Background: an optimization exercise with open tools, aiming at small area and a short achievable clock period. Do not read the settings as production practice. Only simulation tests tie the RTL to the original design; equivalence was not proved. No activity file was given, so power comes from the tool's default toggle rates.

Setup of rev 12:
==> flow/design.v (excerpt) <==
module pim_system_top (
    input clk, input rst_n, input req_valid, output req_ready, input [31:0] req_addr,
    output resp_valid, input resp_ready, output [63:0] resp_data,
    output [31:0] act_count, rd_count, pre_count, skip_count, pim_ops_count, pim_cycle_count
);
Size: about 1600 cells after synthesis, about 320 flip-flops, about 290 I/O pins.
export LEC_CHECK = 0
export CAP_MARGIN = 20
export CORE_MARGIN = 2
export CORE_UTILIZATION = 45
export CTS_BUF_LIST = sky130_fd_sc_hd__clkbuf_8
export CTS_CLUSTER_DIAMETER = 60
export CTS_CLUSTER_SIZE = 16
export SETUP_SLACK_MARGIN = 5
export SLEW_MARGIN = 20
export SYNTH_MEMORY_MAX_BITS = 32768
create_clock -name core_clock -period 8.0 [get_ports {clk}]
standard.sh (not shown) runs the stock make flow with config.mk's settings and CLKGATE_MAP_FILE= SYNTH_SCRIPT=/design/flow/synth_recipe.tcl, a recipe that flattens the netlist after the stock synthesis.
==> flow/flow/run.sh <==
#!/bin/bash
# Own layout flow: the standard ORFS flow with these changes:
#  * synthesis maps logic with an area-oriented ABC script (flow/abc.script)
#    and without ORFS's half/full-adder extraction (ADDER_MAP_FILE empty), so
#    ABC sees the whole logic; registers, flattening and names are unchanged;
#  * ports are buffered with buf_2 instead of ORFS's default choice;
#  * constant outputs share tie cells (SKIP_REPAIR_TIE_FANOUT).
# Each step's full output goes to its own log in this folder.
set -euo pipefail
W=$(pwd)
SD="$W/scripts_abc"
rm -rf "$SD"
cp -r "$FLOW_HOME/scripts" "$SD"
cp "$W/flow/abc.script" "$SD/abc_area.script"
export ADDER_MAP_FILE=
export BUFFER_PORTS_ARGS="-buffer_cell sky130_fd_sc_hd__buf_2"
export SKIP_REPAIR_TIE_FANOUT=1
SCRIPTS_DIR="$SD" ABC_AREA=1 bash standard.sh synth > "$W/log_synth.txt" 2>&1
bash standard.sh finish > "$W/log_layout.txt" 2>&1
==> flow/flow/abc.script <==
&get -n
&st
&dch
&nf -a -R 1000
&put
Here is what was changed in the inputs of rev 13 compared with rev 12.
# rev 12
export LEC_CHECK = 0
export CAP_MARGIN = 20
export CORE_MARGIN = 2
export CORE_UTILIZATION = 45
export CTS_BUF_LIST = sky130_fd_sc_hd__clkbuf_8
export CTS_CLUSTER_DIAMETER = 60
export CTS_CLUSTER_SIZE = 16
export SETUP_SLACK_MARGIN = 5
export SLEW_MARGIN = 20
export SYNTH_MEMORY_MAX_BITS = 32768
create_clock -name core_clock -period 8.0 [get_ports {clk}]
# rev 13
export LEC_CHECK = 0
export CAP_MARGIN = 20
export CORE_MARGIN = 2
export CORE_UTILIZATION = 45
export CTS_BUF_LIST = sky130_fd_sc_hd__clkbuf_8
export CTS_CLUSTER_DIAMETER = 60
export CTS_CLUSTER_SIZE = 16
export SLEW_MARGIN = 20
export SYNTH_MEMORY_MAX_BITS = 32768
create_clock -name core_clock -period 8.0 [get_ports {clk}]
--- a/flow/flow/run.sh
+++ b/flow/flow/run.sh
@@ -5,5 +5,6 @@
 #    ABC sees the whole logic; registers, flattening and names are unchanged;
 #  * ports are buffered with buf_2 instead of ORFS's default choice;
-#  * constant outputs share tie cells (SKIP_REPAIR_TIE_FANOUT).
+#  * constant outputs share tie cells (SKIP_REPAIR_TIE_FANOUT);
+#  * timing repair aims for 5.05 ns of setup slack (SETUP_SLACK_MARGIN).
 # Each step's full output goes to its own log in this folder.
 set -euo pipefail
@@ -16,4 +17,5 @@
 export BUFFER_PORTS_ARGS="-buffer_cell sky130_fd_sc_hd__buf_2"
 export SKIP_REPAIR_TIE_FANOUT=1
+export SETUP_SLACK_MARGIN=5.05
 SCRIPTS_DIR="$SD" ABC_AREA=1 bash standard.sh synth > "$W/log_synth.txt" 2>&1
 bash standard.sh finish > "$W/log_layout.txt" 2>&1
Results
Looking at worst hold slack, rev 13 sits 0.0070 ns above rev 12. From rev 12 to rev 13 the numbers moved as follows: final standard cell area without fillers now larger, total cell area at the placement stage shows no meaningful change. Looking at initial antenna violation count across rev 13 and rev 12, the one that comes out lower is rev 12. Clock network fraction of design power was lower in rev 12 than in rev 13. Rev 13 vs rev 12: routed length per instance down by a few percent.

## yarrow
Another version of the RTL of pim_system_top (not shown whole).
Size in the first run: about 1,700 cells after synthesis, roughly 320 flip-flops, about 0.016 sq mm of cells after synthesis.
export LEC_CHECK = 0
export CAP_MARGIN = 20
export CORE_MARGIN = 2
export CORE_UTILIZATION = 45
export SETUP_SLACK_MARGIN = 5
export SLEW_MARGIN = 20
export SYNTH_MEMORY_MAX_BITS = 32768
create_clock -name core_clock -period 8.0 [get_ports {clk}]
==> flow/flow/run.sh <==
#!/bin/bash
# Own layout flow: the standard ORFS flow with these changes:
#  * synthesis maps logic with an area-oriented ABC script (flow/abc.script)
#    and without ORFS's half/full-adder extraction (ADDER_MAP_FILE empty), so
#    ABC sees the whole logic; registers, flattening and names are unchanged;
#  * ports are buffered with buf_2 instead of ORFS's default choice;
#  * constant outputs share tie cells (SKIP_REPAIR_TIE_FANOUT).
# Each step's full output goes to its own log in this folder.
set -euo pipefail
W=$(pwd)
SD="$W/scripts_abc"
rm -rf "$SD"
cp -r "$FLOW_HOME/scripts" "$SD"
cp "$W/flow/abc.script" "$SD/abc_area.script"
export ADDER_MAP_FILE=
export BUFFER_PORTS_ARGS="-buffer_cell sky130_fd_sc_hd__buf_2"
export SKIP_REPAIR_TIE_FANOUT=1
SCRIPTS_DIR="$SD" ABC_AREA=1 bash standard.sh synth > "$W/log_synth.txt" 2>&1
bash standard.sh finish > "$W/log_layout.txt" 2>&1
Scripts as last shown in full above: flow/flow/abc.script
Setup changes, yarrow to cedar
# yarrow
export LEC_CHECK = 0
export CAP_MARGIN = 20
export CORE_MARGIN = 2
export CORE_UTILIZATION = 45
export SETUP_SLACK_MARGIN = 5
export SLEW_MARGIN = 20
export SYNTH_MEMORY_MAX_BITS = 32768
create_clock -name core_clock -period 8.0 [get_ports {clk}]
# cedar
export LEC_CHECK = 0
export CAP_MARGIN = 20
export CORE_MARGIN = 2
export CORE_UTILIZATION = 45
export CTS_BUF_LIST = sky130_fd_sc_hd__clkbuf_8
export CTS_CLUSTER_DIAMETER = 60
export CTS_CLUSTER_SIZE = 16
export SETUP_SLACK_MARGIN = 5
export SLEW_MARGIN = 20
export SYNTH_MEMORY_MAX_BITS = 32768
create_clock -name core_clock -period 8.0 [get_ports {clk}]
--- outcome ---
[cedar vs yarrow] number of stages on the worst setup path: lower in cedar. cedar ends up with a insertion delay to the later sink of the worst-skew pair that is 0.07 ns higher than in yarrow. Compared with yarrow, in cedar power dissipated by switching net loads fell by about 2.6%, final cell count moved down, overall power after layout went down. Summary of cedar over yarrow: time the worst path needs with I/O delays and setup has decreased, number of global-route vias before repair has decreased, routed wire length on met3 has increased, fmax has increased. From yarrow to cedar, number of synthesized register bits did not move at all.

the baseline:
pim_system_top, a different RTL version from the one above (not shown whole).
Size in the first run: about 310 flip-flops, roughly 290 I/O pins, ~16000 um2 of cells after synthesis.
==> flow/design.v (excerpt) <==
module pim_system_top (
    input clk, input rst_n, input req_valid, output req_ready, input [31:0] req_addr,
    output resp_valid, input resp_ready, output [63:0] resp_data,
    output [31:0] act_count, rd_count, pre_count, skip_count, pim_ops_count, pim_cycle_count
);
clock: 8.0 ns
lec_check: 0
cap_margin: 20
core_margin: 2
core_utilization: 45
cts_buf_list: sky130_fd_sc_hd__clkbuf_8
cts_cluster_diameter: 60
cts_cluster_size: 16
setup_slack_margin: 5
slew_margin: 20
synth_memory_max_bits: 32768
Scripts as last shown in full above: flow/flow/run.sh, flow/flow/abc.script
Inputs modified between the baseline and the candidate:
Settings: SETUP_SLACK_MARGIN removed (was 5).
-- flow/flow/run.sh --
<<< the baseline, line 7
#  * constant outputs share tie cells (SKIP_REPAIR_TIE_FANOUT).
>>> the candidate, line 7
#  * constant outputs share tie cells (SKIP_REPAIR_TIE_FANOUT);
#  * timing repair aims for 5.05 ns of setup slack (SETUP_SLACK_MARGIN).
<<< the baseline, line 18
>>> the candidate, line 19
export SETUP_SLACK_MARGIN=5.05
Findings:
Run comparison: the candidate critical path endpoint rom_s[10]; the baseline critical path endpoint rd_c[29]
The candidate ended up with sky130_fd_sc_hd__nor2_2 as its slowest stage cell on the critical path; the baseline ended up with sky130_fd_sc_hd__or4_4.
The candidate vs. the baseline: worst hold slack across all endpoints has decreased; setup slack has increased; vertical die dimension has remained practically unchanged.

-- re-timing with driven ports --
The flow's constraints put no driver on any port. The routed layouts listed below were extracted and timed again, unchanged, in two steps.
Step 1 sets driving cells, clkbuf_16 on the clock port and buf_2 on the other inputs (assumed; they add their load-dependent delay and slew).
Step 2, shift: input delay + t, output delay - t, t = (earliest + latest rising clock arrival at the registers) / 2. This alone moves slack from input paths to output paths.
a / b / c = no drivers / after step 1 / after step 2; a / b = the first two.
run | t, ns | setup slack, ns | latest minus earliest clock arrival (ns)
rev 12 | 0.621 | 4.882 / 4.882 / 4.534 | 0.035 / 0.035
rev 13 | 0.631 | 5.106 / 5.062 / 4.644 | 0.059 / 0.059
yarrow | 0.577 | 4.853 / 4.853 / 4.504 | 0.022 / 0.023
cedar | 0.627 | 4.919 / 4.919 / 4.466 | 0.057 / 0.057
the baseline | 0.628 | 4.963 / 4.963 / 4.579 | 0.044 / 0.044
the candidate | 0.625 | 5.102 / 5.074 / 4.562 | 0.053 / 0.052
After both steps setup and hold are still met in every run listed. For the candidate, which loses most, drivers alone change the setup slack by -0.028 ns; drivers and shift together by -0.540 ns.
